From an optimization exercise on the open Yosys and OpenROAD flow, aimed at small area, a short achievable clock period and few clock cycles; shortcuts taken in it are not production practice.
Only simulation tests tie the RTL to the original design; equivalence was not proved.

## matriz_determ5x5
module matriz_determ5x5 (
	input wire [199:0] matriz_A,
	input clk,
	input start,
	output reg done,
	output reg [31:0] det
);
Size: roughly 6400 cells after synthesis.
clock: 30.0 ns
lec_check: 0
cap_margin: 60
core_margin: 2
core_utilization: 45
place_density: 0.6
slew_margin: 70
synth_hierarchical: 1
standard.sh (not shown) runs the stock make flow with config.mk's settings and CLKGATE_MAP_FILE= SYNTH_SCRIPT=/design/flow/synth_recipe.tcl, a recipe that flattens the netlist after the stock synthesis.
==> flow/flow/run.sh <==
#!/bin/bash
# The standard layout (the standard.sh: ORFS from synthesis to the final
# layout), with one change: the buffers that buffer_ports puts on every input
# and output port are sky130_fd_sc_hd__buf_2 cells instead of the delay-buffer
# cells it picks by default.
set -e
cp standard.sh standard_copy.sh.txt
export BUFFER_PORTS_ARGS="-buffer_cell sky130_fd_sc_hd__buf_2"
bash standard.sh > standard.log 2>&1
The baseline went through all stages and came out clean.
Testbench counts at the start, summed over its fixed seeds: cycles 3,456.
Then changed:
--- a/flow/config.mk
+++ b/flow/config.mk
@@ -6,8 +6,8 @@
 export NUM_CORES = 4
 export LEC_CHECK = 0
-export CAP_MARGIN = 60
+export CAP_MARGIN = 20
 export CORE_MARGIN = 2
-export CORE_UTILIZATION = 45
-export PLACE_DENSITY = 0.6
-export SLEW_MARGIN = 70
+export CORE_UTILIZATION = 60
+export PLACE_DENSITY = 0.75
+export SLEW_MARGIN = 20
 export SYNTH_HIERARCHICAL = 1
The new run completed without violations.
Via count rises by about 1.6%.
Cell count falls by 6.9%.
Maximum frequency rises by 0.45%.
Hold slack improved by 0.0072 ns.
Register-to-register slack got worse by 0.30 ns.
Then changed:
--- a/flow/config.mk
+++ b/flow/config.mk
@@ -8,6 +8,6 @@
 export CAP_MARGIN = 20
 export CORE_MARGIN = 2
-export CORE_UTILIZATION = 60
-export PLACE_DENSITY = 0.75
-export SLEW_MARGIN = 20
+export CORE_UTILIZATION = 45
+export PLACE_DENSITY = 0.6
+export SLEW_MARGIN = 70
 export SYNTH_HIERARCHICAL = 1
Effect: Cell count climbs by a little under a tenth. Hold slack barely changes. Worst setup slack improved by 0.0067 ns. Core utilization drops by 15 points.
Then changed:
--- a/flow/config.mk
+++ b/flow/config.mk
@@ -8,6 +8,6 @@
 export CAP_MARGIN = 20
 export CORE_MARGIN = 2
-export CORE_UTILIZATION = 45
-export PLACE_DENSITY = 0.6
-export SLEW_MARGIN = 70
+export CORE_UTILIZATION = 70
+export PLACE_DENSITY = 0.85
+export SLEW_MARGIN = 20
 export SYNTH_HIERARCHICAL = 1
Outcome:
- The new run went through all stages and came out clean
- routed wire length decreases by 5.3%
- global-route usage increases by 14 points
- final area decreases by 3.6%
- area after synthesis stays the same
Then changed:
--- a/flow/config.mk
+++ b/flow/config.mk
@@ -8,6 +8,6 @@
 export CAP_MARGIN = 20
 export CORE_MARGIN = 2
-export CORE_UTILIZATION = 70
-export PLACE_DENSITY = 0.85
+export CORE_UTILIZATION = 45
+export PLACE_DENSITY = 0.6
 export SLEW_MARGIN = 20
 export SYNTH_HIERARCHICAL = 1
What happened: Wire length goes up by a few percent. Final area goes up slightly. Cell count rose by roughly a tenth. First-iteration DRC count shrinks by a quarter to a third. Setup slack is better by 0.086 ns. Clock skew came out lower by 0.0047 ns.

========
rev 12:
Another version of the RTL of matriz_determ5x5 (not shown whole).
Size in the first run: ~6400 cells after synthesis, ~430 flip-flops.
export LEC_CHECK = 0
export CAP_MARGIN = 20
export CORE_MARGIN = 2
export CORE_UTILIZATION = 60
export PLACE_DENSITY = 0.75
export SLEW_MARGIN = 20
export SYNTH_HIERARCHICAL = 1
create_clock -name core_clock -period 30.0 [get_ports {clk}]
Scripts as last shown in full above: flow/flow/run.sh
Rev 12: flow completed, timing, DRC and antenna clean
Testbench counts of rev 12, summed over its fixed seeds: cycles 3,456.
## Diff of input files: rev 13 against rev 12
- PLACE_DENSITY now 0.7, was 0.75
- CORE_UTILIZATION now 55, was 60
==> comparison <==
Sequential share of layout area of rev 12 is on par with rev 13. Rev 13 vs. rev 12: standard-cell row count shows an increase of about 4%, antenna cell count shows an increase of 2. Between rev 12 and rev 13, the aggregate routed wire length does not differ in any meaningful way. Rev 13 vs rev 12: horizontal extent of the die up by a few percent. Rev 13 reports its worst setup path startpoint as first while rev 12 reports det[20]. Rev 13 reports a higher die area than rev 12 does. Summary — tightest slew margin relative to the limit, rev 13 relative to rev 12: higher, by 1.2 points. Sort rev 13 and rev 12 by data arrival at the endpoint of the critical path asc -> top: rev 12. Between rev 13 and rev 12, it is rev 13 whose cell count is higher, by 132. Core utilization, rev 13 and rev 12: smaller value in rev 13.

========
matriz_determ5x5, a different RTL version from the one above (not shown whole).
Size in the first run: roughly 7500 cells after synthesis, roughly 240 I/O pins, roughly 77000 sq um of cells after synthesis.
Settings: LEC_CHECK=0, CAP_MARGIN=20, CORE_MARGIN=2, CORE_UTILIZATION=45, PLACE_DENSITY=0.6, SLEW_MARGIN=20, SYNTH_HIERARCHICAL=1; clock period 30.0 ns.
run.sh (not shown) runs the stock make flow with config.mk's settings and CLKGATE_MAP_FILE= SYNTH_SCRIPT=/design/flow/synth_recipe.tcl, a recipe that flattens the netlist after the stock synthesis.
Stock flow here: none of the scripts above is used.
The first run passed the timing, design-rule and antenna checks.
Testbench counts at the start, summed over its fixed seeds: cycles 3,456.
Edit:
--- a/flow/config.mk
+++ b/flow/config.mk
@@ -10,2 +10,2 @@
-export CORE_UTILIZATION = 45
-export PLACE_DENSITY = 0.6
+export CORE_UTILIZATION = 20
+export PLACE_DENSITY = 0.3
Register-to-register slack is better by 0.03 ns.
Setup slack is worse by 0.071 ns.
Synthesized area stays the same.
Via count falls by 2.4%.
Edit:
--- a/flow/config.mk
+++ b/flow/config.mk
@@ -7,0 +8 @@
+export ABC_AREA = 1
@@ -10,2 +11,2 @@
-export CORE_UTILIZATION = 20
-export PLACE_DENSITY = 0.3
+export CORE_UTILIZATION = 45
+export PLACE_DENSITY = 0.6
What happened: Hold slack improves by 0.041 ns. Final area came out lower by about 1.4%. Register-to-register slack is better by 0.60 ns. Worst setup slack improves by 0.20 ns. Wire length decreases by about 16%. Flip-flop and latch count does not change. Die area decreases by 53%.

## separate check: timing with driven ports
No port has a modelled driver above. Below, the same layouts with a new extraction and two added sets of constraints.
Step 1 assumes that a clkbuf_16 drives the clock port and a buf_2 every other input.
Step 2 moves the port delays by t, midway between the first and last clock arrival at a register: inputs arrive t later, outputs are due t later. That takes back most of the time a late clock gives input paths.
a / b / c = no drivers / after step 1 / after step 2; a / b = the first two.
run	t, ns	slack for setup (ns)	hold slack, ns	clock arrival spread, ns
the first run of note 1	0.754	22.796 / 22.715 / 23.265	0.444 / 0.444 / 0.444	0.067 / 0.067
the second run of note 1	0.744	22.828 / 22.754 / 22.960	0.451 / 0.451 / 0.451	0.065 / 0.065
the third run of note 1	0.749	22.835 / 22.755 / 23.266	0.453 / 0.453 / 0.453	0.050 / 0.050
the fourth run of note 1	0.774	22.627 / 22.627 / 22.627	0.456 / 0.456 / 0.456	0.069 / 0.069
the fifth run of note 1	0.754	22.713 / 22.700 / 22.713	0.450 / 0.450 / 0.450	0.065 / 0.065
rev 12	0.745	22.677 / 22.602 / 22.763	0.451 / 0.451 / 0.451	0.034 / 0.034
rev 13	0.729	22.764 / 22.764 / 22.764	0.448 / 0.448 / 0.448	0.057 / 0.058
the first run of note 3	0.771	22.222 / 22.139 / 22.287	0.413 / 0.413 / 0.413	0.036 / 0.036
the second run of note 3	0.867	22.151 / 22.044 / 22.175	0.373 / 0.373 / 0.373	0.081 / 0.082
the third run of note 3	0.795	22.352 / 22.271 / 22.579	0.414 / 0.414 / 0.414	0.063 / 0.063
After both steps setup and hold are still met in every run listed.
